Source: an optimization exercise on an open RTL-to-GDS flow (aim: small area). Production flows keep margins and buffers that such runs may drop.
Where RTL was checked, it was by simulation tests only, not by an equivalence proof against the original.
The flow treats the clock pin as an ideal source, which a real chip does not have.
Power is estimated from default activity; no workload was simulated.

==> module apb_controller, before the edit <==
module apb_controller(hclk, hresetn, hwrite, haddr, hwdata, valid,
                      pwrite, penable, psel, paddr, pwdata, hr_readyout);
  input        hclk, hresetn, hwrite, valid;
  input  [31:0] haddr, hwdata;
  output       pwrite, penable;
  output reg   hr_readyout;
  output [2:0] psel;
  output reg [31:0] paddr, pwdata;
  localparam ST_IDLE     = 3'b000,
             ST_READ     = 3'b001,
             ST_WWAIT    = 3'b010,
             ST_WRITE    = 3'b101,
             ST_RENABLE  = 3'b011,
             ST_WENABLE  = 3'b111,
             ST_WRITEP   = 3'b100,
             ST_WENABLEP = 3'b110;
  reg [2:0]  st, nst;
  reg [31:0] a1, a2;
  reg        w1, w2, b1, z, zz, psel_en;
  wire s_idle  = (st == ST_IDLE);
  wire s_read  = (st == ST_READ);
  wire s_ren   = (st == ST_RENABLE);
  wire s_wwait = (st == ST_WWAIT);
  wire s_write = (st == ST_WRITE);
  wire s_wen   = (st == ST_WENABLE);
  wire s_wp    = (st == ST_WRITEP);
  wire s_wenp  = (st == ST_WENABLEP);
  wire s_idl   = s_idle | s_ren;      
  wire rd = valid & ~hwrite;
  wire wr = valid &  hwrite;
  always @(*) begin
    case (st)
      ST_IDLE, ST_RENABLE, ST_WENABLE:
                   nst = wr ? ST_WWAIT : (rd ? ST_READ : ST_IDLE);
      ST_READ:     nst = ST_RENABLE;
      ST_WWAIT:    nst = valid ? ST_WRITEP : ST_WRITE;
      ST_WRITE:    nst = valid ? ST_WENABLEP : ST_WENABLE;
      ST_WRITEP:   nst = ST_WENABLEP;
      default:     nst = ~w2 ? ST_READ :
                         (valid & w1) ? ST_WRITEP :
                         ~valid ? ST_WRITE : ST_IDLE;
    endcase
  end
  wire big    = hwrite & b1;
  wire holdA2 = (s_wwait & valid & big) |
                (s_wenp & (~w2 | (valid ? big : ~w1)));
  wire selA  = s_idl;
  wire sel1  = (s_read & ~w1) | s_wwait | s_wen;
  wire sel2  = ((s_read & w1) | s_write | s_wp | s_wenp) & ~zz;
  wire ldD = ~(s_write | s_wp | (s_wenp & valid & ~w1));
  always @(posedge hclk) begin
    z  <= ~hresetn;
    a1 <= haddr;
    if (!holdA2) begin
      a2 <= a1;
      zz <= z;
    end
    w1 <= hwrite;
    w2 <= w1;
    b1 <= |hwdata[31:8];
    paddr  <= ({32{selA}} & haddr) | ({32{sel1}} & a1) | ({32{sel2}} & a2);
    if (ldD) pwdata <= hwdata;
  end
  always @(posedge hclk) begin
    if (!hresetn) begin
      st          <= ST_IDLE;
      psel_en     <= 1'b0;
      hr_readyout <= 1'b1;
    end else begin
      st          <= nst;
      psel_en     <= (s_idl & rd) | (s_wen & wr) | ~(s_idl | s_wen);
      hr_readyout <= s_read | s_write |
                     (s_idl & ~rd) |
                     ((s_wwait | s_wen) & ~valid) |
                     (s_wp & w1) |
                     (s_wenp & ~valid & w2);
    end
  end
  wire [2:0] sel1dec;
  ahb_decode dec1(.addr(a1), .sel(sel1dec));
  assign psel    = psel_en ? sel1dec : 3'b000;
  assign penable = s_ren | s_wen | s_wenp;
  assign pwrite  = ~(s_read | s_ren) & (~s_wwait | w2);
endmodule
export LEC_CHECK = 0
export CAP_MARGIN = 0
export CORE_MARGIN = 2
export CORE_UTILIZATION = 65
export SLEW_MARGIN = 0
create_clock -name core_clock -period 4.0 [get_ports {hclk}]
standard.sh (not shown) runs the stock make flow with config.mk's settings and CLKGATE_MAP_FILE= SYNTH_SCRIPT=/design/flow/synth_recipe.tcl, a recipe that flattens the netlist after the stock synthesis.
==> flow/flow/run.sh <==
#!/bin/bash
# Own layout flow. Steps, each tool's full output in a log file here:
#  1. the standard synthesis (standard.sh synth)            -> flow_synth.log
#  2. area re-mapping of the combinational cells of that netlist
#     with Yosys/ABC (flow/remap_abc.script); the registers, their
#     names and cell types are kept as instances, untouched        -> flow_remap.log
#  3. the rest of the standard layout (standard.sh finish), with
#     - port buffers of the smallest buffer cell (buf_1),
#     - an area recovery pass after CTS (flow/downsize.tcl, ORFS's
#       POST_CTS_TCL hook) that gives cells which repair enlarged the
#       smallest size that keeps slew, capacitance and timing clean -> flow_make.log
set -euo pipefail
W=$PWD
RES=$W/orfs/results/$FLOW_PLATFORM/bridge_top/base
LIB=$FLOW_HOME/platforms/$FLOW_PLATFORM/lib/sky130_fd_sc_hd__tt_025C_1v80.lib
YOSYS=$FLOW_HOME/../tools/install/yosys/bin/yosys
[[ -x $YOSYS ]] || YOSYS=yosys

bash standard.sh synth > flow_synth.log 2>&1

cp $RES/1_2_yosys.v $W/standard_1_2_yosys.v
DONT=""
for c in sky130_fd_sc_hd__probe_p_8 sky130_fd_sc_hd__probec_p_8 \
         $(grep -o 'cell *( *"\?sky130_fd_sc_hd__lpflow_[a-z0-9_]*' $LIB | grep -o 'sky130_fd_sc_hd__lpflow_[a-z0-9_]*' | sort -u); do
  DONT="$DONT -dont_use $c"
done
cat > $W/remap.ys <<YS
read_liberty -ignore_miss_func $LIB
setattr -mod -set keep_hierarchy 1 sky130_fd_sc_hd__dfxtp_1 sky130_fd_sc_hd__edfxtp_1 sky130_fd_sc_hd__conb_1
read_verilog $W/standard_1_2_yosys.v
hierarchy -top $FLOW_TOP
flatten
opt -purge $FLOW_TOP
abc -liberty $LIB -script $W/flow/remap_abc.script $DONT $FLOW_TOP
opt_clean -purge $FLOW_TOP
cd $FLOW_TOP
rename -hide w:* i:* %d o:* %d
insbuf -buf sky130_fd_sc_hd__buf_4 A X
opt_clean -purge
cd
select -assert-none $FLOW_TOP/t:\$*
select $FLOW_TOP
write_verilog -selected -noattr -nohex -nodec $W/remapped_1_2_yosys.v
YS
$YOSYS -l flow_remap.log -q $W/remap.ys
cp $W/remapped_1_2_yosys.v $RES/1_2_yosys.v

layout() { # leaf cell, root cell, max sinks per leaf, log
  bash standard.sh BUFFER_PORTS_ARGS="-buffer_cell sky130_fd_sc_hd__buf_1" \
    PRE_CTS_TCL="$W/flow/clock_tree.tcl" POST_CTS_TCL="$W/flow/downsize.tcl" \
    OWN_CTS_LEAF=$1 OWN_CTS_ROOT=$2 OWN_CTS_MAX_SINKS=$3 finish > $4 2>&1
}
slew() { # worst register clock-pin slew of the final layout, in ns
  OWN_LIB=$LIB OWN_RES=$RES openroad -no_init -exit $W/flow/clock_slew.tcl > $1 2>&1 || true
  awk '/^worst_clock_pin_slew/ {print $2}' $1
}

layout sky130_fd_sc_hd__clkbuf_16 none 36 flow_make.log
s=$(slew flow_slew.log)
if awk -v s="$s" 'BEGIN {exit !(s == "" || s > 0.118)}'; then
  rm -f $RES/4_* $RES/5_* $RES/6_* $W/out/final.def
  layout sky130_fd_sc_hd__clkbuf_16 sky130_fd_sc_hd__clkbuf_8 28 flow_make_retry.log
  slew flow_slew_retry.log > /dev/null || true
fi
Other scripts of this flow, unchanged in this note and not shown: flow/flow/clock_slew.tcl, flow/flow/clock_tree.tcl, flow/flow/downsize.tcl, flow/flow/remap_abc.script
Next try:
--- a/flow/design.v
+++ b/flow/design.v
@@ -22,14 +22,14 @@
   output [2:0] psel;
   output reg [31:0] paddr, pwdata;
   localparam ST_IDLE     = 3'b000,
              ST_READ     = 3'b001,
-             ST_WWAIT    = 3'b010,
-             ST_WRITE    = 3'b101,
-             ST_RENABLE  = 3'b011,
-             ST_WENABLE  = 3'b111,
-             ST_WRITEP   = 3'b100,
-             ST_WENABLEP = 3'b110;
+             ST_WWAIT    = 3'b011,
+             ST_WRITE    = 3'b111,
+             ST_RENABLE  = 3'b010,
+             ST_WENABLE  = 3'b100,
+             ST_WRITEP   = 3'b110,
+             ST_WENABLEP = 3'b101;
   reg [2:0]  st, nst;
   reg [31:0] a1, a2;
   reg        w1, w2, b1, z, zz, psel_en;
   wire s_idle  = (st == ST_IDLE);
The changed run finished clean.
Setup slack barely changes.
Sequential share of layout area is about the same.
Sequential cell count is unchanged.
Critical path depth is higher by 1.
Sequential power drops by about 8%.
Hold slack improved by 0.0079 ns.
Area after synthesis stays flat.
Utilization barely changes.
Final cell count grows by 1.2%.
Wire length is lower by 0.40%.
Final area stays flat.
Register-to-register slack stays flat.
Die area barely changes.
Power drops by 15%.
No functional check of the RTL was part of the first run of this note.

re-timing with driven ports:
How much do the figures lean on ideal ports? The routed layouts below were timed once more, with nothing changed but the port constraints. Step 1 assumes that a clkbuf_16 drives the clock port and a buf_2 every other input. Step 2 adds t to the input delays and takes it off the output delays; t is the mean of the earliest and latest rising clock arrival at the registers after step 1. Input paths then give back, and output paths get back, about the clock's delay inside the block. Slacks: ideal / step 1 / step 2; pairs: ideal / step 1.
run	shift t [ns]	slack for setup (ns)	clock arrival spread, ns	pins driven straight from the clock port
the first run	0.409	1.135 / 1.135 / 1.040	0.022 / 0.022	1
the second run	0.409	1.138 / 1.138 / 0.770	0.010 / 0.010	1
After both steps setup and hold are still met in every run listed. For the second run, which loses most, drivers alone change the setup slack by 0.000 ns; drivers and shift together by -0.368 ns.
